Context: an optimization exercise on an open-source flow, tuned for small area and a short achievable clock period. The choices shown serve that exercise and are no tape-out recipe.
RTL that was checked went through simulation tests only; none was proved equivalent to the original.
No functional check of the RTL was part of runs 3 and 5.
Power and IR drop assume default switching activity.

===== flow/design.v =====
module kernel_rom (
    input [1:0] kernel_size,
    input [5:0] addr,
    output [4:0] wcode
);
    localparam [4:0] W0  = 5'b00000,
                     WP1 = 5'b00001, WN1 = 5'b01001,
                     WP2 = 5'b00010, WN2 = 5'b01010,
                     WP4 = 5'b00100, WN4 = 5'b01100,
                     WP3 = 5'b10001, WP6 = 5'b10010;
    reg [4:0] w0, w1;
    always @(*) begin
        case (addr)  
            0, 6: w0 = WP1;
            1, 7: w0 = W0;
            2, 8: w0 = WN1;
            3, 5: w0 = WP2;
            4: w0 = W0;
            default: w0 = WN2;
        endcase
        case (addr)  
            0, 4, 20, 24: w1 = WP1;
            1, 3, 21, 23: w1 = WP2;
            2, 22: w1 = WP4;
            5, 15: w1 = WP3;
            10, 14: w1 = WP6;
            6, 18: w1 = WN1;
            7, 17: w1 = WN2;
            8, 16: w1 = WN4;
            default: w1 = W0;
        endcase
    end
    wire [4:0] w2 = addr[0] ? WN1 : WP1;  
    assign wcode = kernel_size == 2'd0 ? w0 :
                   kernel_size == 2'd1 ? w1 :
                   kernel_size == 2'd2 ? w2 : W0;
endmodule
module pe (
    input [15:0] acc,
    input [10:0] term,
    input dbl,
    input neg,
    output [15:0] sum,
    output c6,
    output c11
);
    wire sgn = term[10];
    wire [10:0] a = acc[10:0];
    wire [10:0] b = term;
    wire [10:0] c = dbl ? {term[9:0], 1'b0} : 11'd0;
    wire [10:0] s = a ^ b ^ c;
    wire [10:0] k = (a & b) | (a & c) | (b & c);
    wire [11:0] y = {k, neg};
    assign {c6, sum[5:0]} = {1'b0, s[5:0]} + {1'b0, y[5:0]};
    assign {c11, sum[10:6]} = {1'b0, s[10:6]} + {1'b0, y[10:6]};
    wire [2:0] d = {2'b00, k[10]} - {2'b00, sgn} - {2'b00, dbl & sgn};
    assign sum[15:11] = acc[15:11] + {{2{d[2]}}, d};
endmodule
module resolve (
    input [15:0] x,
    input c6,
    input c11,
    output [15:0] s
);
    wire [4:0] m = x[10:6];
    wire [4:0] cm;
    assign cm[0] = c6;
    genvar i;
    generate
        for (i = 1; i < 5; i = i + 1) begin : mc
            assign cm[i] = c6 & (&m[i-1:0]);
        end
    endgenerate
    wire mo = c6 & (&m);
    wire [4:0] h = x[15:11];
    wire both = mo & c11;
    wire one = mo ^ c11;
    wire [4:0] t1;
    assign t1[0] = one;
    generate
        for (i = 1; i < 5; i = i + 1) begin : hc
            assign t1[i] = one & (&h[i-1:0]);
        end
    endgenerate
    wire [4:0] h1 = h ^ t1;
    wire [4:0] t2;
    assign t2[0] = 1'b0;
    assign t2[1] = both;
    generate
        for (i = 2; i < 5; i = i + 1) begin : hd
            assign t2[i] = both & (&h1[i-1:1]);
        end
    endgenerate
    assign s = {h1 ^ t2, m ^ cm, x[5:0]};
endmodule
module systolic_array (
    input clk,
    input reset,
    input [1:0] kernel_size,
    input [7:0] pixel_in,
    output [1:0] level
);
    reg [5:0] index;
    reg run_q, live_q, wrp_q;
    reg [1:0] lvl_q;
    reg [9:0] term_q;
    reg neg_q, dbl_q;
    reg [15:0] ps_q;
    reg ps_c6, ps_c11;
    reg signed [15:0] ps_d;
    wire [4:0] wcode;
    kernel_rom kr (.kernel_size(kernel_size), .addr(index), .wcode(wcode));
    wire run = (kernel_size == 2'b00 && index < 9) ||
               (kernel_size == 2'b01 && index < 25) ||
               (kernel_size == 2'b10 && index < 49);
    wire [9:0] px = {{2{pixel_in[7]}}, pixel_in};
    wire [9:0] sh = ({10{wcode[0]}} & px) | ({10{wcode[1]}} & {px[8:0], 1'b0}) |
                    ({10{wcode[2]}} & {px[7:0], 2'b0});
    wire [9:0] term_d = sh ^ {10{wcode[3]}};
    wire [15:0] ps_full;
    resolve rs (.x(ps_q), .c6(ps_c6), .c11(ps_c11), .s(ps_full));
    wire [15:0] partial_sum = run_q ? ps_full : 16'd0;
    wire [15:0] pe_sum;
    wire c6, c11;
    pe pe_inst (.acc(ps_d), .term({term_q[9], term_q}), .dbl(dbl_q), .neg(neg_q),
                .sum(pe_sum), .c6(c6), .c11(c11));
    wire gt200 = ps_d > 16'sd200;
    wire gt500 = ps_d > 16'sd500;
    wire gt1000 = ps_d > 16'sd1000;
    assign level = wrp_q ? {gt500, gt1000 | (gt200 & ~gt500)} : lvl_q;
    always @(posedge clk) begin
        term_q <= term_d;
        neg_q <= wcode[3];
        dbl_q <= wcode[4];
        ps_q <= pe_sum;
        ps_c6 <= c6;
        ps_c11 <= c11;
        ps_d <= partial_sum;
    end
    always @(posedge clk or posedge reset) begin
        if (reset) begin
            index <= 0;
            run_q <= 0;
            live_q <= 0;
            wrp_q <= 0;
            lvl_q <= 0;
        end else begin
            live_q <= 1'b1;
            run_q <= run & live_q;
            wrp_q <= !run;
            lvl_q <= level;
            if (run)
                index <= index + 1;
            else
                index <= 0;
        end
    end
endmodule
module cnn_accelerator (
    input clk,
    input reset,
    input [7:0] pixel_in,
    input [1:0] kernel_size,
    output reg detected
);
    wire [1:0] lvl;
    systolic_array sa (
        .clk(clk),
        .reset(reset),
        .kernel_size(kernel_size),
        .pixel_in(pixel_in),
        .level(lvl)
    );
    always @(posedge clk or posedge reset) begin
        if (reset)
            detected <= 0;
        else begin
            case (kernel_size)
                2'b00: detected <= |lvl;
                2'b01: detected <= lvl[1];
                2'b10: detected <= &lvl;
                default: detected <= 0;
            endcase
        end
    end
endmodule

===== flow/flow/run.sh =====
#!/bin/bash
# The standard layout, with yosys's full/half-adder extraction turned off
# (ADDER_MAP_FILE empty) so that ABC maps the adders along with the rest.
set -euo pipefail
bash standard.sh ADDER_MAP_FILE= finish > standard_flow.log 2>&1

===== flow/standard.sh =====
#!/bin/bash
# synth_recipe.tcl (not shown) runs the flow's synth.tcl, then flattens the netlist and writes it again
# the make line also repeats each setting of config.mk as NAME=value (left out here)
make -C /OpenROAD-flow-scripts/flow DESIGN_CONFIG=/design/flow/config.mk WORK_HOME=/design/flow/orfs CLKGATE_MAP_FILE= SYNTH_SCRIPT=/design/flow/synth_recipe.tcl "${@:-finish}"

===== flow/config.mk =====
export PLATFORM = sky130hd
export DESIGN_NAME = cnn_accelerator
export DESIGN_NICKNAME = cnn_accelerator
export VERILOG_FILES = /design/flow/design.v
export SDC_FILE = /design/flow/constraint.sdc
export NUM_CORES = 4
export LEC_CHECK = 0
export ABC_CLOCK_PERIOD_IN_PS = 2400
export CAP_MARGIN = 20
export CORE_MARGIN = 2
export CORE_UTILIZATION = 65
export SETUP_SLACK_MARGIN = 3.6
export SLEW_MARGIN = 20

===== flow/constraint.sdc =====
create_clock -name core_clock -period 6.0 [get_ports {clk}]
set_input_delay 1.2000 -clock core_clock [delete_from_list [all_inputs] [get_ports {clk}]]
set_output_delay 1.2000 -clock core_clock [all_outputs]
set_load 0.01 [all_outputs]

==> results of run 1 <==
==> cell type report <==
class / instances / share of cell area (%)
Sequential cell: 58 / 28.9
Multi-Input combinational cell: 339 / 55.5
Clock inverter: 4 / 1.67
Tap cell: 72 / 2.07
Inverter: 11 / 1.01
Clock buffer: 12 / 3.59
Timing Repair Buffer: 39 / 7.30
==> power by group <==
part	switching, mW	internal [mW]	total, mW
Combinational	0.446	0.482	0.927
Clock	0.155	0.259	0.414
Sequential	0.240	0.551	0.791
==> layer usage <==
metal  track usage, %  vias up
li1                 -     1599
met1             35.2     1514
met2             42.1       74
met3             7.13       19
met4             8.95        0
met5                0        -
==> flip-flops by register name (all words and copies together), names as in the netlist <==
| name | count |
|---|---|
| sa.ps_c6 | 1 |
| sa.index | 6 |
| detected | 1 |
| sa.term_q | 10 |
| sa.neg_q | 1 |
| sa.dbl_q | 1 |
| sa.live_q | 1 |
| sa.ps_q | 16 |
| sa.wrp_q | 1 |
| sa.run_q | 1 |
| sa.ps_c11 | 1 |
| sa.ps_d | 16 |
| sa.lvl_q | 2 |
==> layout by cell type (no fill, tap or decap), types with 3 or more instances in the layout <==
master and instances:
sky130_fd_sc_hd__a21oi_1 17, sky130_fd_sc_hd__a21oi_2 4, sky130_fd_sc_hd__a222oi_1 7, sky130_fd_sc_hd__a22oi_1 4, sky130_fd_sc_hd__a31oi_1 8, sky130_fd_sc_hd__a32oi_1 5
sky130_fd_sc_hd__and2_1 18, sky130_fd_sc_hd__buf_4 25, sky130_fd_sc_hd__clkbuf_8 9, sky130_fd_sc_hd__clkdlybuf4s50_1 9, sky130_fd_sc_hd__dfrtp_1 8, sky130_fd_sc_hd__dfrtp_2 4
sky130_fd_sc_hd__dfxtp_1 33, sky130_fd_sc_hd__dfxtp_2 7, sky130_fd_sc_hd__dfxtp_4 6, sky130_fd_sc_hd__inv_1 10, sky130_fd_sc_hd__maj3_1 3, sky130_fd_sc_hd__nand2_1 39
sky130_fd_sc_hd__nand2b_1 6, sky130_fd_sc_hd__nand3_1 12, sky130_fd_sc_hd__nor2_1 37, sky130_fd_sc_hd__nor2b_1 5, sky130_fd_sc_hd__nor3_1 5, sky130_fd_sc_hd__nor3b_1 3
sky130_fd_sc_hd__nor4_1 3, sky130_fd_sc_hd__o21a_1 3, sky130_fd_sc_hd__o21ai_0 28, sky130_fd_sc_hd__o21ai_1 3, sky130_fd_sc_hd__o21bai_1 3, sky130_fd_sc_hd__o31ai_1 4
sky130_fd_sc_hd__xnor2_1 46, sky130_fd_sc_hd__xor2_1 13
==> worst min path at each step <==
stage,start,end,slack [ns]
after floorplan,sa.ps_q[0]$_DFF_P_,sa.ps_d[0]$_SDFF_PN0_,0.41
after global placement,sa.ps_q[3]$_DFF_P_,sa.ps_d[3]$_SDFF_PN0_,0.41
after detailed placement,sa.ps_q[1]$_DFF_P_,sa.ps_d[1]$_SDFF_PN0_,0.42
after CTS,sa.ps_q[3]$_DFF_P_,sa.ps_d[3]$_SDFF_PN0_,0.44
after global routing,sa.ps_q[5]$_DFF_P_,sa.ps_d[5]$_SDFF_PN0_,0.45
final,sa.ps_q[3]$_DFF_P_,sa.ps_d[3]$_SDFF_PN0_,0.43
==> logic make-up after synthesis <==
kind of cell	synth area share (%)
compound gates	22.6
buf+inv	5.52
other cells	0.104
xor+xnor	15.5
simple gates	21.0
fa+ha+maj	0.833
mux	0.625
flops	33.9
==> critical path: cells and delay by family, from the launching register on <==
kind                     cells  cell delay [ns]
flip-flops                   1             0.36
XOR/XNOR                     1             0.14
AND/OR/NAND/NOR              1             0.22
AO/OA/AOI/OAI                8             1.67
adder cells (fa/ha/maj)      1             0.36
==> timing repair <==
action / CTS / global route
pin swaps: 10 / 17
endpoints found under the hold margin: 0 / 0
cloned: 0 / 1
endpoints found under the setup margin: 26 / 16
buffers inserted: 8 / 19
resized for setup: 22 / 34
==> stage by stage <==
| step | std cells | total power [mW] | utilization [%] |
|---|---|---|---|
| 2_1_floorplan | 441 | 1.42 | - |
| 3_3_place_gp | 491 | 1.51 | 68.8 |
| 3_5_place_dp | 491 | 1.54 | 68.8 |
| 4_1_cts | 515 | 1.98 | 75.2 |
| 5_1_grt | 535 | 2.27 | 80.0 |
| 6_report | 535 | 2.13 | 80.0 |
==> impl_metrics.prom, run 1 <==
# TYPE chip_impl_metric gauge
chip_impl_metric{name="timing.final.max_slew_violations",unit=""} 0
chip_impl_metric{name="postCtsHoldBufs",unit=""} 0
chip_impl_metric{name="multi_input_area",unit="µm²"} 2410
chip_impl_info{name="topRoutingLayerUsed",value="met4"} 1
chip_impl_info{name="timing_worst_setup_path_type",value="register to register"} 1
chip_impl_metric{name="vdd.ir_drop.worst",unit="µV"} 317
chip_impl_info{name="post-synth-top-count-cell",value="sky130_fd_sc_hd__xnor2_1"} 1
chip_impl_metric{name="crit_path_max_incr_delay",unit="ns"} 0.40
chip_impl_metric{name="worst_hold_path.num_cells",unit=""} 1
chip_impl_info{name="cpMaxStageDelayCell",value="sky130_fd_sc_hd__a222oi_1"} 1
chip_impl_metric{name="ys_warn_count",unit=""} 3
chip_impl_metric{name="finalInstanceArea",unit="µm²"} 4350
chip_impl_metric{name="maxClockFrequency",unit="MHz"} 353
chip_impl_metric{name="clock_skew",unit="ns"} 0.00675
chip_impl_metric{name="area.sequential",unit="µm²"} 1260
chip_impl_metric{name="reg2reg_slack",unit="ns"} 3.17
chip_impl_metric{name="initial_utilization",unit="%"} 66.3
chip_impl_metric{name="post_route_cells_drive_above_1_share",unit="%"} 21.2
chip_impl_metric{name="worstRegToRegCells",unit=""} 11
chip_impl_metric{name="met2_length",unit="mm"} 3.90
chip_impl_info{name="synth_ff_type",value="sky130_fd_sc_hd__dfxtp_1"} 1
chip_impl_info{name="start_kind",value="register"} 1
chip_impl_info{name="reg2reg_from",value="sa.ps_d[0]$_SDFF_PN0_"} 1
chip_impl_metric{name="finalWorstPathRequiredPeriod",unit="ns"} 2.83
chip_impl_metric{name="syn_area_per_cell",unit="µm²"} 8.17
chip_impl_metric{name="cell_count_after_synthesis",unit=""} 441
chip_impl_metric{name="route.met3.wl",unit="µm"} 360
chip_impl_metric{name="overall_fraction_of_global_route_tracks_in_use",unit="%"} 26.5
chip_impl_metric{name="wire_per_inst",unit="µm"} 15.3
chip_impl_metric{name="synth_enable_flop_cells",unit=""} 0
chip_impl_info{name="worstReg2RegEnd",value="sa.ps_q[5]$_DFF_P_"} 1
chip_impl_info{name="status",value="timing/DRC/antenna clean"} 1
chip_impl_metric{name="post_synth_instance_area",unit="µm²"} 3600
chip_impl_metric{name="cts_buffers",unit=""} 9
chip_impl_metric{name="gr-total-overflow",unit=""} 0
chip_impl_metric{name="setup-tns-final",unit="ns"} 0
chip_impl_metric{name="post-route-worst-setup-slack",unit="ns"} 3.17
chip_impl_info{name="synth_top_cells_by_count",value="47 x sky130_fd_sc_hd__xnor2_1, 46 x sky130_fd_sc_hd__dfxtp_1, 41 x sky130_fd_sc_hd__nand2_1, 39 x sky130_fd_sc_hd__nor2_1, 29 x sky130_fd_sc_hd__o21ai_0"} 1
chip_impl_metric{name="chipHeight",unit="µm"} 78.5
chip_impl_metric{name="num_io_pins",unit=""} 13
chip_impl_metric{name="worstSkewPairLatency",unit="ns"} 0.34
chip_impl_metric{name="num-fill-cells",unit=""} 385
chip_impl_metric{name="preCtsSetupSlack",unit="ns"} 2.60
chip_impl_metric{name="report.final.setup_viol",unit=""} 0
chip_impl_metric{name="cts_max_level",unit=""} 3
chip_impl_info{name="crit_chain",value="o21ai_0, a21oi_1, o211a_1, maj3_1, a221o_1, a21oi_2, o21ai_1, a222oi_1, nand3_1, a32oi_1, xnor2_1"} 1
chip_impl_metric{name="antenna_found_initial",unit=""} 0
chip_impl_metric{name="worst-path-max-fanout",unit=""} 7
chip_impl_metric{name="synth_register_bits",unit=""} 58
chip_impl_metric{name="number_of_failing_hold_endpoints_at_the_final_stage",unit=""} 0
chip_impl_metric{name="dr.pass1.iters",unit=""} 5
chip_impl_metric{name="ys_types",unit=""} 67
chip_impl_metric{name="drt_iter0_drc",unit=""} 225
chip_impl_metric{name="syn-num-nets",unit=""} 453
chip_impl_metric{name="port_buffers",unit=""} 12
chip_impl_metric{name="async_reset_ff_share",unit="%"} 20.7
chip_impl_metric{name="pin_count_of_the_biggest_net_entering_global_routing",unit=""} 23
chip_impl_metric{name="placed_cell_area",unit="µm²"} 3740
chip_impl_metric{name="route.detailed.vias_per_inst",unit=""} 5.99
chip_impl_metric{name="core_region_area",unit="µm²"} 5440
chip_impl_metric{name="cts_num_sinks",unit=""} 58
chip_impl_metric{name="detailed_place_hpwl",unit="mm"} 4.78
chip_impl_metric{name="synth_sequential_area_ratio",unit="%"} 33.9
chip_impl_info{name="critical_path_launch_point",value="sa.ps_d[0]$_SDFF_PN0_"} 1
chip_impl_metric{name="antenna_cells",unit=""} 0
chip_impl_metric{name="antenna_left",unit=""} 0
chip_impl_metric{name="routed_vias",unit=""} 3206
chip_impl_info{name="timing.hold.worst.class",value="register to register"} 1
chip_impl_metric{name="wire_length_of_the_first_global_routing_pass",unit="mm"} 13.0
chip_impl_metric{name="first_global_vias",unit=""} 2761
chip_impl_metric{name="cp_data_required_time",unit="ns"} 6.27
chip_impl_metric{name="min_period_over_period",unit="%"} 47.2
chip_impl_metric{name="yosys.area.top_type_share",unit="%"} 25.5
chip_impl_metric{name="route.final.wire_length",unit="mm"} 8.18
chip_impl_info{name="critical_path.endpoint_type",value="register"} 1
chip_impl_info{name="setup_repair_after_global_routing_missed_its_margin",value="yes"} 1
chip_impl_metric{name="worstMarginPinSlew",unit="ns"} 1.07
chip_impl_metric{name="power_per_cell_area",unit="nW/µm²"} 490
chip_impl_metric{name="slew-limit-headroom",unit="%"} 27.9
chip_impl_metric{name="gp_congestion",unit=""} 0.882
chip_impl_metric{name="die_w",unit="µm"} 78.5
chip_impl_metric{name="drc",unit=""} 0
chip_impl_metric{name="cts-root-to-sink-buffers",unit=""} 2
chip_impl_metric{name="drv.max_cap_violation_count",unit=""} 0
chip_impl_info{name="tritoncts",value="done"} 1
chip_impl_metric{name="critPathArrivalTime",unit="ns"} 3.10
chip_impl_info{name="clk_root_buf",value="sky130_fd_sc_hd__clkbuf_8"} 1
chip_impl_info{name="synth.area.top_cells",value="sky130_fd_sc_hd__dfxtp_1 26%, sky130_fd_sc_hd__xnor2_1 11%, sky130_fd_sc_hd__dfrtp_1 8.3%, sky130_fd_sc_hd__nand2_1 4.3%, sky130_fd_sc_hd__nor2_1 4.1%"} 1
chip_impl_metric{name="num-nets-final",unit=""} 470
chip_impl_metric{name="num_rows",unit=""} 27
chip_impl_info{name="crit_path_end",value="sa.ps_q[5]$_DFF_P_"} 1
chip_impl_metric{name="hold_ws",unit="ns"} 0.433
chip_impl_metric{name="flow.area_growth_from_synthesis",unit="%"} 20.8
chip_impl_metric{name="die-area",unit="µm²"} 6160
chip_impl_metric{name="met1_length",unit="mm"} 3.71
chip_impl_metric{name="leakagePower",unit="nW"} 1.63
chip_impl_metric{name="clkSlewWorstSetupHoldPaths",unit="ns"} 0.07
chip_impl_info{name="synth_top_cell_by_area",value="sky130_fd_sc_hd__dfxtp_1"} 1
==> inputs of run 2 (changes only) <==
==> flow/run.sh (new file) <==
#!/bin/bash
# synth_recipe.tcl (not shown) runs the flow's synth.tcl, then flattens the netlist and writes it again
# the make line also repeats each setting of config.mk as NAME=value (left out here)
make -C /OpenROAD-flow-scripts/flow DESIGN_CONFIG=/design/flow/config.mk WORK_HOME=/design/flow/orfs CLKGATE_MAP_FILE= SYNTH_SCRIPT=/design/flow/synth_recipe.tcl finish
--- a/flow/config.mk
+++ b/flow/config.mk
@@ -6,8 +6,11 @@
 export NUM_CORES = 4
 export LEC_CHECK = 0
-export ABC_CLOCK_PERIOD_IN_PS = 2400
+export ABC_CLOCK_PERIOD_IN_PS = 2200
 export CAP_MARGIN = 20
+export CELL_PAD_IN_SITES_DETAIL_PLACEMENT = 1
+export CELL_PAD_IN_SITES_GLOBAL_PLACEMENT = 4
 export CORE_MARGIN = 2
 export CORE_UTILIZATION = 65
-export SETUP_SLACK_MARGIN = 3.6
+export CTS_BUF_LIST = sky130_fd_sc_hd__clkbuf_4
+export SETUP_SLACK_MARGIN = 3.8
 export SLEW_MARGIN = 20
removed: flow/flow/run.sh
removed: flow/standard.sh
==> run 2 against run 1 <==
  * The flow now stops in 3_1_place_gp_skip_io
  * Synthesized area fell by 9.7%
  * Synthesized cell count fell by 27%
==> impl_metrics.prom, run 2 <==
# TYPE chip_impl_metric gauge
chip_impl_info{name="synth_top_cell_by_area",value="sky130_fd_sc_hd__dfxtp_1"} 1
chip_impl_metric{name="post_synth_instance_area",unit="µm²"} 3250
chip_impl_metric{name="syn_area_per_cell",unit="µm²"} 10.1
chip_impl_metric{name="synth_enable_flop_cells",unit=""} 0
chip_impl_metric{name="num_rows",unit=""} 25
chip_impl_info{name="failing_step",value="3_1_place_gp_skip_io"} 1
chip_impl_info{name="synth_top_cells_by_count",value="46 x sky130_fd_sc_hd__dfxtp_1, 29 x sky130_fd_sc_hd__ha_1, 26 x sky130_fd_sc_hd__inv_1, 25 x sky130_fd_sc_hd__and2_1, 19 x sky130_fd_sc_hd__nor2_1"} 1
chip_impl_metric{name="synth_register_bits",unit=""} 58
chip_impl_metric{name="ys_types",unit=""} 54
chip_impl_metric{name="ys_warn_count",unit=""} 3
chip_impl_info{name="post-synth-top-count-cell",value="sky130_fd_sc_hd__dfxtp_1"} 1
chip_impl_info{name="synth.area.top_cells",value="sky130_fd_sc_hd__dfxtp_1 28%, sky130_fd_sc_hd__ha_1 11%, sky130_fd_sc_hd__dfrtp_1 9.2%, sky130_fd_sc_hd__fa_1 7.4%, sky130_fd_sc_hd__and2_1 4.8%"} 1
chip_impl_info{name="run.stop_error",value="[ERROR GPL-0301] Utilization 148.114 % exceeds 100%."} 1
chip_impl_info{name="synth_ff_type",value="sky130_fd_sc_hd__dfxtp_1"} 1
chip_impl_metric{name="die_w",unit="µm"} 74.8
chip_impl_metric{name="yosys.area.top_type_share",unit="%"} 28.3
chip_impl_metric{name="synth_sequential_area_ratio",unit="%"} 37.5
chip_impl_metric{name="chipHeight",unit="µm"} 74.8
chip_impl_metric{name="initial_utilization",unit="%"} 68.0
chip_impl_info{name="status",value="stopped before the end"} 1
chip_impl_metric{name="async_reset_ff_share",unit="%"} 20.7
chip_impl_metric{name="syn-num-nets",unit=""} 374
chip_impl_metric{name="cell_count_after_synthesis",unit=""} 321
## run 2: logic make-up after synthesis
logic type	count (synthesis)	synth area share, %
adders and majority gates	42	18.8
and+or+nand+nor	85	14.1
other	1	0.115
AOI/OAI and AO/OA	62	14.0
xor gates and xnor gates	34	9.15
DFF	58	37.5
buffers and inverters	34	4.69
muxes	5	1.54
==> inputs of run 3 (changes only) <==
--- a/flow/design.v
+++ b/flow/design.v
@@ -54,6 +54,7 @@
     assign {c6, sum[5:0]} = {1'b0, s[5:0]} + {1'b0, y[5:0]};
     assign {c11, sum[10:6]} = {1'b0, s[10:6]} + {1'b0, y[10:6]};
-    wire [2:0] d = {2'b00, k[10]} - {2'b00, sgn} - {2'b00, dbl & sgn};
-    assign sum[15:11] = acc[15:11] + {{2{d[2]}}, d};
+    wire [4:0] hi0 = acc[15:11] - {3'b000, dbl & sgn, sgn & ~dbl};
+    wire [4:0] hi1 = acc[15:11] + {{4{sgn & dbl}}, ~sgn | dbl};
+    assign sum[15:11] = k[10] ? hi1 : hi0;
 endmodule
 module resolve (
--- a/flow/config.mk
+++ b/flow/config.mk
@@ -8,6 +8,4 @@
 export ABC_CLOCK_PERIOD_IN_PS = 2200
 export CAP_MARGIN = 20
-export CELL_PAD_IN_SITES_DETAIL_PLACEMENT = 1
-export CELL_PAD_IN_SITES_GLOBAL_PLACEMENT = 4
 export CORE_MARGIN = 2
 export CORE_UTILIZATION = 65
==> run 3 against run 2 <==
  * Now clean on timing, DRC and antenna
  * Synthesized cell count rose by 0.93%
  * Synthesized area rose by 2.2%
==> impl_metrics.prom, run 3 <==
# TYPE chip_impl_metric gauge
chip_impl_metric{name="vdd.ir_drop.worst",unit="µV"} 240
chip_impl_metric{name="antenna_left",unit=""} 0
chip_impl_metric{name="setup-tns-final",unit="ns"} 0
chip_impl_metric{name="hold_ws",unit="ns"} 0.445
chip_impl_metric{name="synth_sequential_area_ratio",unit="%"} 36.7
chip_impl_metric{name="syn_area_per_cell",unit="µm²"} 10.3
chip_impl_metric{name="preCtsSetupSlack",unit="ns"} 2.74
chip_impl_metric{name="gp_congestion",unit=""} 0.961
chip_impl_metric{name="die_w",unit="µm"} 75.5
chip_impl_metric{name="worstRegToRegCells",unit=""} 9
chip_impl_info{name="synth.area.top_cells",value="sky130_fd_sc_hd__dfxtp_1 28%, sky130_fd_sc_hd__ha_1 11%, sky130_fd_sc_hd__dfrtp_1 9.0%, sky130_fd_sc_hd__fa_1 7.2%, sky130_fd_sc_hd__xnor2_1 6.6%"} 1
chip_impl_metric{name="post_route_cells_drive_above_1_share",unit="%"} 24.4
chip_impl_metric{name="cell_count_after_synthesis",unit=""} 324
chip_impl_info{name="synth_top_cell_by_area",value="sky130_fd_sc_hd__dfxtp_1"} 1
chip_impl_metric{name="pin_count_of_the_biggest_net_entering_global_routing",unit=""} 18
chip_impl_metric{name="clkSlewWorstSetupHoldPaths",unit="ns"} 0.10
chip_impl_metric{name="antenna_found_initial",unit=""} 0
chip_impl_metric{name="finalInstanceArea",unit="µm²"} 3970
chip_impl_metric{name="power_per_cell_area",unit="nW/µm²"} 374
chip_impl_metric{name="synth_enable_flop_cells",unit=""} 0
chip_impl_info{name="cpMaxStageDelayCell",value="sky130_fd_sc_hd__o32ai_4"} 1
chip_impl_metric{name="route.detailed.vias_per_inst",unit=""} 5.65
chip_impl_metric{name="met2_length",unit="mm"} 3.31
chip_impl_metric{name="cts_buffers",unit=""} 9
chip_impl_metric{name="first_global_vias",unit=""} 2168
chip_impl_metric{name="antenna_cells",unit=""} 0
chip_impl_metric{name="number_of_failing_hold_endpoints_at_the_final_stage",unit=""} 0
chip_impl_metric{name="detailed_place_hpwl",unit="mm"} 4.49
chip_impl_metric{name="cts_num_sinks",unit=""} 58
chip_impl_metric{name="crit_path_max_incr_delay",unit="ns"} 0.40
chip_impl_metric{name="num_rows",unit=""} 26
chip_impl_info{name="critical-path-top-delay-family",value="compound AO/OA/AOI/OAI gates"} 1
chip_impl_info{name="tritoncts",value="done"} 1
chip_impl_info{name="topRoutingLayerUsed",value="met4"} 1
chip_impl_metric{name="ys_types",unit=""} 58
chip_impl_metric{name="chipHeight",unit="µm"} 75.5
chip_impl_metric{name="drt_iter0_drc",unit=""} 67
chip_impl_info{name="timing_worst_setup_path_type",value="input port to register"} 1
chip_impl_metric{name="post-route-worst-setup-slack",unit="ns"} 3.82
chip_impl_metric{name="post_synth_instance_area",unit="µm²"} 3330
chip_impl_metric{name="yosys.area.top_type_share",unit="%"} 27.7
chip_impl_info{name="synth_ff_type",value="sky130_fd_sc_hd__dfxtp_1"} 1
chip_impl_info{name="setup_repair_after_global_routing_missed_its_margin",value="yes"} 1
chip_impl_metric{name="finalWorstPathRequiredPeriod",unit="ns"} 2.18
chip_impl_metric{name="dp.cells",unit=""} 397
chip_impl_metric{name="overall_fraction_of_global_route_tracks_in_use",unit="%"} 23.3
chip_impl_metric{name="cp.buffers_inverters",unit=""} 2
chip_impl_metric{name="drc",unit=""} 0
chip_impl_metric{name="worst-path-max-fanout",unit=""} 5
chip_impl_info{name="final_common_cell",value="sky130_fd_sc_hd__dfxtp_1"} 1
chip_impl_metric{name="report.final.setup_viol",unit=""} 0
chip_impl_info{name="crit_chain",value="buf_8, or3_4, o32ai_4, buf_12, a22oi_2, xnor2_1"} 1
chip_impl_metric{name="instances_no_fill",unit=""} 427
chip_impl_info{name="critical_path.endpoint_type",value="register"} 1
chip_impl_metric{name="synth_register_bits",unit=""} 58
chip_impl_metric{name="leakagePower",unit="nW"} 1.71
chip_impl_metric{name="timing.final.max_slew_violations",unit=""} 0
chip_impl_info{name="layout_common_cells",value="40 x sky130_fd_sc_hd__dfxtp_1, 31 x sky130_fd_sc_hd__and2_1, 25 x sky130_fd_sc_hd__xnor2_1"} 1
chip_impl_metric{name="syn-num-nets",unit=""} 376
chip_impl_metric{name="critPathArrivalTime",unit="ns"} 2.51
chip_impl_metric{name="initial_utilization",unit="%"} 66.4
chip_impl_metric{name="route.met3.wl",unit="µm"} 222
chip_impl_metric{name="worstMarginPinSlew",unit="ns"} 0.508
chip_impl_metric{name="maxClockFrequency",unit="MHz"} 458
chip_impl_metric{name="worstSkewPairLatency",unit="ns"} 0.40
chip_impl_metric{name="port_buffers",unit=""} 12
chip_impl_metric{name="gr-total-overflow",unit=""} 0
chip_impl_metric{name="slew-limit-headroom",unit="%"} 66.1
chip_impl_info{name="timing.hold.worst.class",value="register to register"} 1
chip_impl_metric{name="core_region_area",unit="µm²"} 5010
chip_impl_info{name="start_kind",value="input port"} 1
chip_impl_metric{name="cts-root-to-sink-buffers",unit=""} 2
chip_impl_metric{name="cts_max_level",unit=""} 3
chip_impl_metric{name="routed_vias",unit=""} 2413
chip_impl_metric{name="timing.critical_path.depth",unit=""} 6
chip_impl_metric{name="met1_length",unit="mm"} 2.82
chip_impl_metric{name="num-nets-final",unit=""} 404
chip_impl_metric{name="wire_per_inst",unit="µm"} 15.1
chip_impl_metric{name="min_period_over_period",unit="%"} 36.4
chip_impl_metric{name="wire_length_of_the_first_global_routing_pass",unit="mm"} 9.73
chip_impl_info{name="biggestRegsByFlops",value="sa.ps_d x16, sa.ps_q x16, sa.term_q x10"} 1
chip_impl_metric{name="drv.max_cap_violation_count",unit=""} 0
chip_impl_info{name="status",value="timing/DRC/antenna clean"} 1
chip_impl_metric{name="num_io_pins",unit=""} 13
chip_impl_metric{name="cp_data_required_time",unit="ns"} 6.33
chip_impl_metric{name="die-area",unit="µm²"} 5700
chip_impl_info{name="synth_top_cells_by_count",value="46 x sky130_fd_sc_hd__dfxtp_1, 31 x sky130_fd_sc_hd__and2_1, 28 x sky130_fd_sc_hd__ha_1, 25 x sky130_fd_sc_hd__xnor2_1, 22 x sky130_fd_sc_hd__inv_1"} 1
chip_impl_metric{name="dr.pass1.iters",unit=""} 4
chip_impl_metric{name="async_reset_ff_share",unit="%"} 20.7
chip_impl_metric{name="placed_cell_area",unit="µm²"} 3470
chip_impl_info{name="post-synth-top-count-cell",value="sky130_fd_sc_hd__dfxtp_1"} 1
chip_impl_metric{name="ys_warn_count",unit=""} 3
chip_impl_metric{name="clock_skew",unit="ns"} 0.0102
chip_impl_metric{name="worst_hold_path.num_cells",unit=""} 1
chip_impl_info{name="clk_root_buf",value="sky130_fd_sc_hd__clkbuf_4"} 1
chip_impl_metric{name="route.final.wire_length",unit="mm"} 6.44
chip_impl_metric{name="flow.area_growth_from_synthesis",unit="%"} 19.3
==> run 3: cell types whose count changed after synthesis, moves of 4 or more <==
cell | before | now
sky130_fd_sc_hd__and2_1 | 25 | 31
sky130_fd_sc_hd__a221oi_1 | 0 | 6
sky130_fd_sc_hd__a222oi_1 | 6 | 0
sky130_fd_sc_hd__inv_1 | 26 | 22
sky130_fd_sc_hd__xnor2_1 | 17 | 25
sky130_fd_sc_hd__xor2_1 | 17 | 10
sky130_fd_sc_hd__mux2i_1 | 5 | 1
sky130_fd_sc_hd__a21oi_2 | 0 | 4
sky130_fd_sc_hd__o211ai_1 | 10 | 6
sky130_fd_sc_hd__nor2_1 | 19 | 14
==> run 3: path summary, 6_finish.rpt <==
kind / to / from / slack, ns
min in group asynchronous: sa.lvl_q[1]$_DFF_PP0_ / reset / 1.10
worst min register to register: sa.ps_d[5]$_SDFF_PN0_ / sa.ps_q[5]$_DFF_P_ / 0.44
worst max-delay path: sa.term_q[1]$_DFF_P_ / kernel_size[1] / 3.82
worst max register to register: sa.ps_q[10]$_DFF_P_ / sa.dbl_q$_SDFF_PP0_ / 3.88
max in group asynchronous: sa.index[3]$_DFF_PP0_ / reset / 4.57
worst min-delay path: sa.ps_d[5]$_SDFF_PN0_ / sa.ps_q[5]$_DFF_P_ / 0.44
==> run 3: power by group <==
part           leakage, nW  total (mW)  internal [mW]  switching, mW
combinational         1.09       0.544          0.285          0.259
clock               0.0838       0.317          0.171          0.146
sequential           0.533       0.623          0.516          0.108
total                 1.71        1.48          0.972          0.512
==> run 3: what timing repair did <==
item / CTS / global route
setup endpoints to repair: 31 / 26
cloned: 1 / 0
gates resized for setup: 34 / 34
pin swaps: 6 / 14
setup buffers: 4 / 9
hold buffers: 0 / 0
==> run 3: metal layers <==
layer  track usage (%)  vias up
li1                  -     1171
met1              27.9     1187
met2              39.9       43
met3              7.14       12
met4              8.19        0
met5                 0        -
==> run 3: area by class of cell <==
class / count / area [µm²]
well taps: 70 / 87.6
clock inverters: 6 / 81.3
multi-input cells: 234 / 2130
inverters: 23 / 88.8
clock buffers: 10 / 75.1
flip-flops and latches: 58 / 1240
fillers: 353 / 1040
repair buffers: 26 / 268
==> run 3: logic make-up after synthesis <==
group | after synthesis | synth area share, %
flops | 58 | 36.7
other cells | 1 | 0.113
xor+xnor | 35 | 9.22
compound gates | 64 | 14.7
mux | 3 | 0.978
buf+inv | 32 | 4.89
fa+ha+maj | 41 | 18.1
simple gates | 90 | 15.4
==> run 3: metrics by stage <==
step | total power [mW] | utilization, %
final | 1.48 | 79.2
after global routing | 1.59 | 79.2
after CTS | 1.44 | 75.0
after detailed placement | 1.09 | 69.4
after global placement | 1.06 | 69.4
after floorplan | 0.980 | -
==> inputs of run 4 (changes only) <==
--- a/flow/design.v
+++ b/flow/design.v
@@ -54,7 +54,6 @@
     assign {c6, sum[5:0]} = {1'b0, s[5:0]} + {1'b0, y[5:0]};
     assign {c11, sum[10:6]} = {1'b0, s[10:6]} + {1'b0, y[10:6]};
-    wire [4:0] hi0 = acc[15:11] - {3'b000, dbl & sgn, sgn & ~dbl};
-    wire [4:0] hi1 = acc[15:11] + {{4{sgn & dbl}}, ~sgn | dbl};
-    assign sum[15:11] = k[10] ? hi1 : hi0;
+    wire [2:0] d = {2'b00, k[10]} - {2'b00, sgn} - {2'b00, dbl & sgn};
+    assign sum[15:11] = acc[15:11] + {{2{d[2]}}, d};
 endmodule
 module resolve (
==> flow/flow/run.sh (new file) <==
#!/bin/bash
# The standard layout (standard.sh), with one change: Yosys's ABC mapping
# uses flow/abc_speed.script, which ends with an extra choice-based
# (&dch -f) mapping pass with more area recovery (&nf -R 1000).
# Everything else, including the synthesis script and the registers it
# makes, is ORFS's own.
set -euo pipefail
S="$PWD/orfs_scripts"
rm -rf "$S"
cp -r "$FLOW_HOME/scripts" "$S"
cp flow/abc_speed.script "$S/abc_speed.script"
bash standard.sh SCRIPTS_DIR="$S" finish > standard_flow.log 2>&1
==> flow/flow/abc_speed.script (new file) <==
&get -n
&st
&dch
&nf
&st
&syn2
&if -g -K 6
&synch2
&nf
&st
&syn2
&if -g -K 6
&synch2
&nf
&st
&dch -f
&nf -R 1000
&put
buffer -c
topo
stime -c
upsize -c
dnsize -c
==> flow/standard.sh (new file) <==
#!/bin/bash
# synth_recipe.tcl (not shown) runs the flow's synth.tcl, then flattens the netlist and writes it again
# the make line also repeats each setting of config.mk as NAME=value (left out here)
make -C /OpenROAD-flow-scripts/flow DESIGN_CONFIG=/design/flow/config.mk WORK_HOME=/design/flow/orfs CLKGATE_MAP_FILE= SYNTH_SCRIPT=/design/flow/synth_recipe.tcl "${@:-finish}"
removed: flow/run.sh
==> run 4 against run 3 <==
  * Critical path type is now register to register
  * Register-to-register slack got worse by 0.09 ns
  * Highest routed layer unchanged
  * Global-route usage increased by 0.86 points
  * First-iteration DRC count increased by 140%
  * Clock skew decreased by 0.0019 ns
  * Cell count decreased by 4.2%
  * Synthesized area decreased by 5.5%
  * Still clean
  * Sequential share of layout area increased by 1.0 points
  * Maximum frequency decreased by 1.2%
  * Combinational power decreased by 4.0%
  * Routed wire length increased by 2.9%
==> impl_metrics.prom, run 4 <==
# TYPE chip_impl_metric gauge
chip_impl_info{name="status",value="timing/DRC/antenna clean"} 1
chip_impl_metric{name="cts_buffers",unit=""} 9
chip_impl_metric{name="multi_input_area",unit="µm²"} 2020
chip_impl_metric{name="cts_max_level",unit=""} 3
chip_impl_info{name="critical_path.endpoint_type",value="register"} 1
chip_impl_metric{name="num-nets-final",unit=""} 403
chip_impl_metric{name="route.detailed.vias_per_inst",unit=""} 5.89
chip_impl_metric{name="gr-total-overflow",unit=""} 0
chip_impl_metric{name="worst-path-max-fanout",unit=""} 4
chip_impl_metric{name="overall_fraction_of_global_route_tracks_in_use",unit="%"} 24.2
chip_impl_metric{name="drt_iter0_drc",unit=""} 159
chip_impl_info{name="synth_ff_type",value="sky130_fd_sc_hd__dfxtp_1"} 1
chip_impl_metric{name="route.final.wire_length",unit="mm"} 6.63
chip_impl_metric{name="drc",unit=""} 0
chip_impl_metric{name="num-fill-cells",unit=""} 282
chip_impl_metric{name="ys_warn_count",unit=""} 3
chip_impl_metric{name="synth_sequential_area_ratio",unit="%"} 38.9
chip_impl_info{name="layout_common_cells",value="43 x sky130_fd_sc_hd__dfxtp_1, 22 x sky130_fd_sc_hd__xnor2_1, 21 x sky130_fd_sc_hd__ha_1"} 1
chip_impl_metric{name="vdd.ir_drop.worst",unit="µV"} 219
chip_impl_metric{name="chipHeight",unit="µm"} 73.5
chip_impl_metric{name="die-area",unit="µm²"} 5410
chip_impl_metric{name="post_synth_instance_area",unit="µm²"} 3140
chip_impl_metric{name="finalInstanceArea",unit="µm²"} 3840
chip_impl_metric{name="timing.final.max_slew_violations",unit=""} 0
chip_impl_info{name="biggestRegsByFlops",value="sa.ps_d x16, sa.ps_q x16, sa.term_q x10"} 1
chip_impl_metric{name="clock_skew",unit="ns"} 0.00832
chip_impl_info{name="timing_worst_setup_path_type",value="register to register"} 1
chip_impl_info{name="timing.hold.worst.class",value="register to register"} 1
chip_impl_metric{name="die_w",unit="µm"} 73.5
chip_impl_metric{name="global_route_track_usage_on_met1",unit="%"} 30.6
chip_impl_metric{name="area.sequential",unit="µm²"} 1230
chip_impl_metric{name="grtUsageMet3",unit="%"} 7.27
chip_impl_info{name="cp_common_cell",value="sky130_fd_sc_hd__buf_4"} 1
chip_impl_metric{name="syn_area_per_cell",unit="µm²"} 9.91
chip_impl_metric{name="finalWorstPathRequiredPeriod",unit="ns"} 2.21
chip_impl_metric{name="worstMarginPinSlew",unit="ns"} 0.588
chip_impl_info{name="synth.area.top_cells",value="sky130_fd_sc_hd__dfxtp_1 29%, sky130_fd_sc_hd__ha_1 12%, sky130_fd_sc_hd__dfrtp_1 9.6%, sky130_fd_sc_hd__fa_1 7.6%, sky130_fd_sc_hd__xnor2_1 6.4%"} 1
chip_impl_metric{name="detailed_place_hpwl",unit="mm"} 4.24
chip_impl_metric{name="flow.area_growth_from_synthesis",unit="%"} 22.1
chip_impl_info{name="start_kind",value="register"} 1
chip_impl_info{name="clk_root_buf",value="sky130_fd_sc_hd__clkbuf_4"} 1
chip_impl_metric{name="num_rows",unit=""} 25
chip_impl_metric{name="wire_length_of_the_first_global_routing_pass",unit="mm"} 9.62
chip_impl_metric{name="num_io_pins",unit=""} 13
chip_impl_metric{name="placed_cell_area",unit="µm²"} 3310
chip_impl_metric{name="first_global_vias",unit=""} 2132
chip_impl_metric{name="pin_count_of_the_biggest_net_entering_global_routing",unit=""} 18
chip_impl_metric{name="report.final.setup_viol",unit=""} 0
chip_impl_metric{name="yosys.area.top_type_share",unit="%"} 29.3
chip_impl_metric{name="routed_vias",unit=""} 2410
chip_impl_metric{name="drv.max_cap_violation_count",unit=""} 0
chip_impl_info{name="crit_chain",value="buf_4, ha_2, nand2b_4, a21oi_2, nor4_2, nor2_1, buf_4, o21ai_2, a222oi_1, xnor2_1"} 1
chip_impl_metric{name="setup-tns-final",unit="ns"} 0
chip_impl_info{name="tritoncts",value="done"} 1
chip_impl_info{name="synth_top_cells_by_count",value="46 x sky130_fd_sc_hd__dfxtp_1, 29 x sky130_fd_sc_hd__a21oi_1, 29 x sky130_fd_sc_hd__ha_1, 24 x sky130_fd_sc_hd__inv_1, 23 x sky130_fd_sc_hd__xnor2_1"} 1
chip_impl_metric{name="cp_data_required_time",unit="ns"} 6.27
chip_impl_info{name="setup_repair_after_global_routing_missed_its_margin",value="yes"} 1
chip_impl_metric{name="maxClockFrequency",unit="MHz"} 453
chip_impl_info{name="cpMaxStageDelayCell",value="sky130_fd_sc_hd__dfrtp_2"} 1
chip_impl_metric{name="post_route_cells_drive_above_1_share",unit="%"} 26.2
chip_impl_metric{name="initial_utilization",unit="%"} 67.0
chip_impl_metric{name="cts-root-to-sink-buffers",unit=""} 2
chip_impl_info{name="top_usage_layer",value="met2"} 1
chip_impl_metric{name="min_period_over_period",unit="%"} 36.8
chip_impl_metric{name="antenna_cells",unit=""} 0
chip_impl_metric{name="number_of_failing_hold_endpoints_at_the_final_stage",unit=""} 0
chip_impl_metric{name="ys_types",unit=""} 46
chip_impl_metric{name="antenna_found_initial",unit=""} 0
chip_impl_metric{name="syn-num-nets",unit=""} 370
chip_impl_metric{name="power_per_cell_area",unit="nW/µm²"} 375
chip_impl_metric{name="cts_num_sinks",unit=""} 58
chip_impl_metric{name="synth_register_bits",unit=""} 58
chip_impl_info{name="post-synth-top-count-cell",value="sky130_fd_sc_hd__dfxtp_1"} 1
chip_impl_metric{name="leakagePower",unit="nW"} 1.67
chip_impl_metric{name="worstSkewPairLatency",unit="ns"} 0.39
chip_impl_metric{name="globalRouteMet2Util",unit="%"} 38.6
chip_impl_info{name="final_common_cell",value="sky130_fd_sc_hd__dfxtp_1"} 1
chip_impl_metric{name="antenna_left",unit=""} 0
chip_impl_metric{name="synth_enable_flop_cells",unit=""} 0
chip_impl_metric{name="wire_per_inst",unit="µm"} 16.2
chip_impl_metric{name="cell_count_after_synthesis",unit=""} 317
chip_impl_metric{name="async_reset_ff_share",unit="%"} 20.7
chip_impl_metric{name="crit_path_max_incr_delay",unit="ns"} 0.46
chip_impl_metric{name="dr.pass1.iters",unit=""} 9
chip_impl_metric{name="clkSlewWorstSetupHoldPaths",unit="ns"} 0.10
chip_impl_info{name="synth_top_cell_by_area",value="sky130_fd_sc_hd__dfxtp_1"} 1
chip_impl_metric{name="port_buffers",unit=""} 12
chip_impl_metric{name="critPathArrivalTime",unit="ns"} 2.48
chip_impl_metric{name="slew-limit-headroom",unit="%"} 60.5
chip_impl_metric{name="core_region_area",unit="µm²"} 4690
chip_impl_metric{name="gp_congestion",unit=""} 0.910
run 4: layout make-up:
| class | instances | area share, % |
|---|---|---|
| timing repair buffer | 30 | 6.62 |
| tap | 54 | 1.76 |
| inverter | 25 | 2.71 |
| multi-input combinational | 226 | 52.7 |
| sequential | 58 | 32.2 |
| clock buffer | 10 | 1.96 |
| clock inverter | 6 | 2.09 |
run 4: cell families (layout without fill, tap and decap cells):
logic type	after synthesis	in the layout	synth area share, %
AND/OR/NAND/NOR	81	81	14.3
AO/OA/AOI/OAI	72	73	14.8
flip-flops	58	58	38.9
adder cells (fa/ha/maj)	41	41	19.2
buffers and inverters	34	71	4.22
XOR/XNOR	29	29	8.08
other	1	1	0.119
multiplexers	1	1	0.358
run 4: critical path, delay by kind of cell (launching register included):
family                     cells  cell delay, ns
DFF                            1            0.46
buffers and inverters          2            0.31
and+or+nand+nor                3            0.35
AOI/OAI and AO/OA              3            0.62
xor gates and xnor gates       1            0.14
adders and majority gates      1            0.20
run 4: per-stage QoR:
stage                     worst slack (ns)  total power, mW  util [%]  instances  hold WS (ns)
after floorplan                       3.73            0.927         -        317         0.412
after global placement                2.97             1.01      70.6        374         0.414
after detailed placement              2.96             1.03      70.6        374         0.423
after CTS                             3.80             1.37      76.6        397         0.446
after global routing                  3.69             1.54      81.8        409         0.452
final                                 3.79             1.44      81.8        409         0.442
run 4: path summary, 6_finish.rpt:
path	end	slack, ns	startpoint	cells after the start
setup / recovery	sa.term_q[3]$_DFF_P_	3.79	sa.index[1]$_DFF_PP0_	10
hold / removal	sa.ps_d[2]$_SDFF_PN0_	0.44	sa.ps_q[2]$_DFF_P_	1
setup reg to reg	sa.term_q[3]$_DFF_P_	3.79	sa.index[1]$_DFF_PP0_	10
hold reg to reg	sa.ps_d[2]$_SDFF_PN0_	0.44	sa.ps_q[2]$_DFF_P_	1
max in group asynchronous	sa.index[3]$_DFF_PP0_	4.56	reset	2
min in group asynchronous	sa.run_q$_DFF_PP0_	1.12	reset	2
run 4: timing repair:
action / 4_1_cts / 5_1_grt
setup buffers: 7 / 11
resized for setup: 31 / 41
gates cloned: 0 / 1
setup endpoints to repair: 29 / 25
pin swaps: 10 / 21
hold buffers: 0 / 0
run 4: routing by layer:
metal | routed length (µm) | vias up
met4 | 178 | 0
met1 | 2820 | 1147
met3 | 411 | 15
met5 | 0 | -
met2 | 3220 | 85
li1 | - | 1163
run 4: where the power goes:
group / leakage, nW / internal (mW) / total (mW) / switching [mW]
registers: 0.530 / 0.510 / 0.605 / 0.0954
logic: 1.05 / 0.267 / 0.522 / 0.255
clock network: 0.0881 / 0.171 / 0.310 / 0.138
total: 1.67 / 0.948 / 1.44 / 0.489
==> inputs of run 5 (changes only) <==
--- a/flow/design.v
+++ b/flow/design.v
@@ -42,5 +42,4 @@
     input neg,
     output [15:0] sum,
-    output c6,
     output c11
 );
@@ -52,6 +51,5 @@
     wire [10:0] k = (a & b) | (a & c) | (b & c);
     wire [11:0] y = {k, neg};
-    assign {c6, sum[5:0]} = {1'b0, s[5:0]} + {1'b0, y[5:0]};
-    assign {c11, sum[10:6]} = {1'b0, s[10:6]} + {1'b0, y[10:6]};
+    assign {c11, sum[10:0]} = {1'b0, s} + {1'b0, y[10:0]};
     wire [2:0] d = {2'b00, k[10]} - {2'b00, sgn} - {2'b00, dbl & sgn};
     assign sum[15:11] = acc[15:11] + {{2{d[2]}}, d};
@@ -59,38 +57,17 @@
 module resolve (
     input [15:0] x,
-    input c6,
     input c11,
     output [15:0] s
 );
-    wire [4:0] m = x[10:6];
-    wire [4:0] cm;
-    assign cm[0] = c6;
+    wire [4:0] h = x[15:11];
+    wire [4:0] ch;
+    assign ch[0] = c11;
     genvar i;
     generate
-        for (i = 1; i < 5; i = i + 1) begin : mc
-            assign cm[i] = c6 & (&m[i-1:0]);
+        for (i = 1; i < 5; i = i + 1) begin : hc
+            assign ch[i] = c11 & (&h[i-1:0]);
         end
     endgenerate
-    wire mo = c6 & (&m);
-    wire [4:0] h = x[15:11];
-    wire both = mo & c11;
-    wire one = mo ^ c11;
-    wire [4:0] t1;
-    assign t1[0] = one;
-    generate
-        for (i = 1; i < 5; i = i + 1) begin : hc
-            assign t1[i] = one & (&h[i-1:0]);
-        end
-    endgenerate
-    wire [4:0] h1 = h ^ t1;
-    wire [4:0] t2;
-    assign t2[0] = 1'b0;
-    assign t2[1] = both;
-    generate
-        for (i = 2; i < 5; i = i + 1) begin : hd
-            assign t2[i] = both & (&h1[i-1:1]);
-        end
-    endgenerate
-    assign s = {h1 ^ t2, m ^ cm, x[5:0]};
+    assign s = {h ^ ch, x[10:0]};
 endmodule
 module systolic_array (
@@ -107,5 +84,5 @@
     reg neg_q, dbl_q;
     reg [15:0] ps_q;
-    reg ps_c6, ps_c11;
+    reg ps_c11;
     reg signed [15:0] ps_d;
     wire [4:0] wcode;
@@ -119,10 +96,10 @@
     wire [9:0] term_d = sh ^ {10{wcode[3]}};
     wire [15:0] ps_full;
-    resolve rs (.x(ps_q), .c6(ps_c6), .c11(ps_c11), .s(ps_full));
+    resolve rs (.x(ps_q), .c11(ps_c11), .s(ps_full));
     wire [15:0] partial_sum = run_q ? ps_full : 16'd0;
     wire [15:0] pe_sum;
-    wire c6, c11;
+    wire c11;
     pe pe_inst (.acc(ps_d), .term({term_q[9], term_q}), .dbl(dbl_q), .neg(neg_q),
-                .sum(pe_sum), .c6(c6), .c11(c11));
+                .sum(pe_sum), .c11(c11));
     wire gt200 = ps_d > 16'sd200;
     wire gt500 = ps_d > 16'sd500;
@@ -134,5 +111,4 @@
         dbl_q <= wcode[4];
         ps_q <= pe_sum;
-        ps_c6 <= c6;
         ps_c11 <= c11;
         ps_d <= partial_sum;
==> flow/run.sh (new file) <==
#!/bin/bash
# synth_recipe.tcl (not shown) runs the flow's synth.tcl, then flattens the netlist and writes it again
# the make line also repeats each setting of config.mk as NAME=value (left out here)
make -C /OpenROAD-flow-scripts/flow DESIGN_CONFIG=/design/flow/config.mk WORK_HOME=/design/flow/orfs CLKGATE_MAP_FILE= SYNTH_SCRIPT=/design/flow/synth_recipe.tcl finish
removed: flow/flow/run.sh
removed: flow/flow/abc_speed.script
removed: flow/standard.sh
==> run 5 against run 4 <==
  * Still clean on timing, DRC and antenna
  * Combinational power grew 95%
  * Register-to-register slack worse by 0.38 ns
  * Count of clock-buffer cells in the layout grew 1
  * Critical path depth unchanged
  * Routed wire length is 11% higher
  * Die area increased by 3.2%
==> impl_metrics.prom, run 5 <==
# TYPE chip_impl_metric gauge
chip_impl_metric{name="wire_length_of_the_first_global_routing_pass",unit="mm"} 10.5
chip_impl_metric{name="critPathArrivalTime",unit="ns"} 2.86
chip_impl_metric{name="die_w",unit="µm"} 74.7
chip_impl_info{name="synth_top_cells_by_count",value="45 x sky130_fd_sc_hd__dfxtp_1, 42 x sky130_fd_sc_hd__inv_1, 26 x sky130_fd_sc_hd__ha_1, 26 x sky130_fd_sc_hd__xnor2_1, 25 x sky130_fd_sc_hd__nor2_1"} 1
chip_impl_metric{name="route.final.wire_length",unit="mm"} 7.37
chip_impl_metric{name="core_region_area",unit="µm²"} 4790
chip_impl_info{name="start_kind",value="register"} 1
chip_impl_metric{name="async_reset_ff_share",unit="%"} 21.1
chip_impl_metric{name="flow.area_growth_from_synthesis",unit="%"} 26.1
chip_impl_metric{name="finalWorstPathRequiredPeriod",unit="ns"} 2.59
chip_impl_info{name="crit_chain",value="nand2_2, fa_1, inv_2, ha_4, a21o_1, a21oi_4, o21ai_2, a211o_1, a2111oi_4, nor3_1"} 1
chip_impl_info{name="post-synth-top-count-cell",value="sky130_fd_sc_hd__dfxtp_1"} 1
chip_impl_info{name="timing_worst_setup_path_type",value="register to register"} 1
chip_impl_metric{name="synth_sequential_area_ratio",unit="%"} 37.0
chip_impl_metric{name="overall_fraction_of_global_route_tracks_in_use",unit="%"} 25.1
chip_impl_metric{name="wire_per_inst",unit="µm"} 15.7
chip_impl_metric{name="first_global_vias",unit=""} 2366
chip_impl_info{name="tritoncts",value="done"} 1
chip_impl_metric{name="switching_share",unit="%"} 40.1
chip_impl_metric{name="port_buffers",unit=""} 12
chip_impl_metric{name="route.detailed.vias_per_inst",unit=""} 5.50
chip_impl_info{name="worstReg2RegEnd",value="sa.ps_c11$_DFF_P_"} 1
chip_impl_metric{name="netSwitchingPower",unit="µW"} 761
chip_impl_metric{name="setup-tns-final",unit="ns"} 0
chip_impl_metric{name="power.share.clock",unit="%"} 12.2
chip_impl_metric{name="post_route_cells_drive_above_1_share",unit="%"} 30.1
chip_impl_metric{name="ys_warn_count",unit=""} 3
chip_impl_metric{name="antenna_cells",unit=""} 0
chip_impl_metric{name="report.final.setup_viol",unit=""} 0
chip_impl_info{name="timing.hold.worst.class",value="register to register"} 1
chip_impl_metric{name="yosys.area.top_type_share",unit="%"} 27.7
chip_impl_metric{name="cts_max_level",unit=""} 3
chip_impl_info{name="synth_ff_type",value="sky130_fd_sc_hd__dfxtp_1"} 1
chip_impl_metric{name="chipHeight",unit="µm"} 74.7
chip_impl_metric{name="dr.pass1.iters",unit=""} 4
chip_impl_metric{name="num-nets-final",unit=""} 446
chip_impl_metric{name="timing.critical_path.depth",unit=""} 10
chip_impl_metric{name="cell_count_after_synthesis",unit=""} 341
chip_impl_metric{name="post_synth_instance_area",unit="µm²"} 3250
chip_impl_info{name="reg2reg_from",value="sa.dbl_q$_SDFF_PP0_"} 1
chip_impl_info{name="critical_path.endpoint_type",value="register"} 1
chip_impl_metric{name="detailed_place_hpwl",unit="mm"} 4.36
chip_impl_metric{name="p_int",unit="mW"} 1.13
chip_impl_metric{name="worst_hold_path.num_cells",unit=""} 1
chip_impl_metric{name="crit_path_max_incr_delay",unit="ns"} 0.52
chip_impl_metric{name="ys_types",unit=""} 56
chip_impl_metric{name="power_per_cell_area",unit="nW/µm²"} 463
chip_impl_metric{name="drv.max_cap_violation_count",unit=""} 0
chip_impl_metric{name="timing.final.max_slew_violations",unit=""} 0
chip_impl_metric{name="cts_buffers",unit=""} 9
chip_impl_metric{name="maxClockFrequency",unit="MHz"} 387
chip_impl_metric{name="syn_area_per_cell",unit="µm²"} 9.53
chip_impl_metric{name="gp_congestion",unit=""} 0.868
chip_impl_info{name="layout_common_cells",value="38 x sky130_fd_sc_hd__inv_1, 38 x sky130_fd_sc_hd__buf_4, 38 x sky130_fd_sc_hd__dfxtp_1"} 1
chip_impl_info{name="status",value="timing/DRC/antenna clean"} 1
chip_impl_metric{name="power_frac_comb",unit="%"} 53.6
chip_impl_metric{name="die-area",unit="µm²"} 5580
chip_impl_metric{name="cp.buffers_inverters",unit=""} 1
chip_impl_info{name="crit_path_end",value="sa.ps_c11$_DFF_P_"} 1
chip_impl_metric{name="antenna_left",unit=""} 0
chip_impl_metric{name="gr-total-overflow",unit=""} 0
chip_impl_metric{name="num_rows",unit=""} 25
chip_impl_info{name="critical-path-top-delay-family",value="compound AO/OA/AOI/OAI gates"} 1
chip_impl_metric{name="worstMarginPinSlew",unit="ns"} 0.632
chip_impl_info{name="synth.area.top_cells",value="sky130_fd_sc_hd__dfxtp_1 28%, sky130_fd_sc_hd__ha_1 10%, sky130_fd_sc_hd__dfrtp_1 9.2%, sky130_fd_sc_hd__xnor2_1 7.0%, sky130_fd_sc_hd__fa_1 6.8%"} 1
chip_impl_metric{name="finish.utilization",unit="%"} 85.6
chip_impl_metric{name="cp_data_required_time",unit="ns"} 6.28
chip_impl_metric{name="min_period_over_period",unit="%"} 43.1
chip_impl_metric{name="syn-num-nets",unit=""} 390
chip_impl_metric{name="num_io_pins",unit=""} 13
chip_impl_metric{name="leakagePower",unit="nW"} 1.84
chip_impl_info{name="cpMaxStageDelayCell",value="sky130_fd_sc_hd__fa_1"} 1
chip_impl_metric{name="slew-limit-headroom",unit="%"} 57.7
chip_impl_metric{name="reg2reg_slack",unit="ns"} 3.41
chip_impl_metric{name="antenna_found_initial",unit=""} 0
chip_impl_metric{name="synth_enable_flop_cells",unit=""} 0
chip_impl_metric{name="seq_power_share",unit="%"} 34.2
chip_impl_metric{name="cts_num_sinks",unit=""} 57
chip_impl_metric{name="clkSlewWorstSetupHoldPaths",unit="ns"} 0.10
chip_impl_info{name="clk_root_buf",value="sky130_fd_sc_hd__clkbuf_4"} 1
chip_impl_metric{name="drc",unit=""} 0
chip_impl_metric{name="worstSkewPairLatency",unit="ns"} 0.40
chip_impl_metric{name="clock_skew",unit="ns"} 0.0127
chip_impl_metric{name="pin_count_of_the_biggest_net_entering_global_routing",unit=""} 20
chip_impl_metric{name="worstRegToRegCells",unit=""} 10
chip_impl_metric{name="worst-path-max-fanout",unit=""} 4
chip_impl_metric{name="cts-root-to-sink-buffers",unit=""} 2
chip_impl_info{name="setup_repair_after_global_routing_missed_its_margin",value="yes"} 1
chip_impl_metric{name="number_of_failing_hold_endpoints_at_the_final_stage",unit=""} 0
chip_impl_info{name="biggestRegsByFlops",value="sa.ps_d x16, sa.ps_q x16, sa.term_q x10"} 1
chip_impl_metric{name="drt_iter0_drc",unit=""} 138
chip_impl_info{name="synth_top_cell_by_area",value="sky130_fd_sc_hd__dfxtp_1"} 1
chip_impl_metric{name="routed_vias",unit=""} 2579
chip_impl_metric{name="vdd.ir_drop.worst",unit="µV"} 307
chip_impl_metric{name="initial_utilization",unit="%"} 67.9
chip_impl_metric{name="synth_register_bits",unit=""} 57
chip_impl_info{name="critical_path_launch_point",value="sa.dbl_q$_SDFF_PP0_"} 1
run 5: changes by cell type after synthesis, sizes merged, moves of 3 or more:
cell | previous run | this run
a211oi | 0 | 3
a21oi | 30 | 13
ha | 29 | 26
inv | 25 | 43
mux2i | 0 | 4
nand2 | 12 | 21
nand3 | 5 | 2
nor2 | 16 | 25
nor3 | 2 | 9
o21a | 3 | 0
o21ai | 16 | 7
xnor2 | 23 | 26
run 5: worst reg2reg max path, stage by stage (launching register included):
cell and delay, ns:
sky130_fd_sc_hd__dfxtp_4 0.38, sky130_fd_sc_hd__nand2_2 0.06, sky130_fd_sc_hd__fa_1 0.52, sky130_fd_sc_hd__inv_2 0.06, sky130_fd_sc_hd__ha_4 0.21, sky130_fd_sc_hd__a21o_1 0.19
sky130_fd_sc_hd__a21oi_4 0.20, sky130_fd_sc_hd__o21ai_2 0.11, sky130_fd_sc_hd__a211o_1 0.32, sky130_fd_sc_hd__a2111oi_4 0.31, sky130_fd_sc_hd__nor3_1 0.11
run 5: cell type report:
cell class / count / area [µm²]
inverters: 43 / 161
repair buffers: 52 / 428
fillers: 272 / 689
well taps: 67 / 83.8
multi-input cells: 234 / 2100
flip-flops and latches: 57 / 1220
clock buffers: 11 / 82.6
clock inverters: 5 / 22.5
run 5: per-stage QoR:
step	total power, mW	cell area [µm²]	hold WS [ns]	instances	worst slack (ns)
floorplan	1.27	3340	0.412	341	3.49
global placement	1.39	3490	0.413	412	2.59
detailed placement	1.42	3490	0.419	412	2.53
CTS	1.71	3730	0.441	440	3.50
global route	2.04	4100	0.453	469	3.32
finish	1.90	4100	0.437	469	3.41
run 5: how the worst min path moves through the flow:
| stage | startpoint | end | slack, ns |
|---|---|---|---|
| 2_1_floorplan | sa.ps_q[0]$_DFF_P_ | sa.ps_d[0]$_SDFF_PN0_ | 0.41 |
| 3_3_place_gp | sa.ps_q[0]$_DFF_P_ | sa.ps_d[0]$_SDFF_PN0_ | 0.41 |
| 3_5_place_dp | sa.ps_q[1]$_DFF_P_ | sa.ps_d[1]$_SDFF_PN0_ | 0.42 |
| 4_1_cts | sa.ps_q[10]$_DFF_P_ | sa.ps_d[10]$_SDFF_PN0_ | 0.44 |
| 5_1_grt | sa.ps_q[2]$_DFF_P_ | sa.ps_d[2]$_SDFF_PN0_ | 0.45 |
| 6_report | sa.ps_q[3]$_DFF_P_ | sa.ps_d[3]$_SDFF_PN0_ | 0.44 |
run 5: routing by layer:
layer	vias up	global-route usage [%]	part of all wire [%]
met4	0	9.72	1.7
met3	12	7.10	3.1
met1	1253	32.9	44
li1	1266	-	-
met2	48	39.6	51
met5	-	0	0
run 5: kinds of logic after synthesis:
kind of cell             synth area share [%]
AND/OR/NAND/NOR                          15.8
flip-flops                               37.0
AO/OA/AOI/OAI                            12.9
buffers and inverters                    6.63
adder cells (fa/ha/maj)                  17.1
XOR/XNOR                                 8.90
multiplexers                             1.58
other                                   0.115
run 5: what timing repair did:
item / in CTS / in global routing
resized for setup: 27 / 44
setup endpoints to repair: 27 / 26
pin swaps: 12 / 16
hold buffers: 0 / 0
gates cloned: 0 / 3
setup buffers: 12 / 26
run 5: power by group through the flow:
stage,Clock (mW),Combinational [mW],Sequential (mW)
2_1_floorplan,0,0.671,0.600
3_3_place_gp,0,0.744,0.649
3_5_place_dp,0,0.771,0.652
4_1_cts,0.232,0.827,0.648
5_1_grt,0.252,1.13,0.663
6_report,0.231,1.02,0.648

## separate check: timing with driven ports
How much do the figures lean on ideal ports? The routed layouts below were timed once more, with nothing changed but the port constraints.
Step 1 sets driving cells, clkbuf_16 on the clock port and buf_2 on the other inputs (assumed; they add their load-dependent delay and slew).
Step 2, shift: input delay + t, output delay - t, t = (earliest + latest rising clock arrival at the registers) / 2. This alone moves slack from input paths to output paths.
Three values: no drivers, after step 1, after step 2; two values: the first two.
run	t (ns)	setup WS [ns]	worst register clock-pin slew, ns
run 1	0.368	3.167 / 3.167 / 3.167	0.07 / 0.07
run 3	0.423	3.818 / 3.807 / 3.384	0.10 / 0.10
run 4	0.415	3.793 / 3.793 / 3.468	0.10 / 0.10
run 5	0.421	3.414 / 3.414 / 3.348	0.10 / 0.10
After both steps setup and hold are still met in every run listed. For run 3, which loses most, drivers alone change the setup slack by -0.011 ns; drivers and shift together by -0.434 ns.
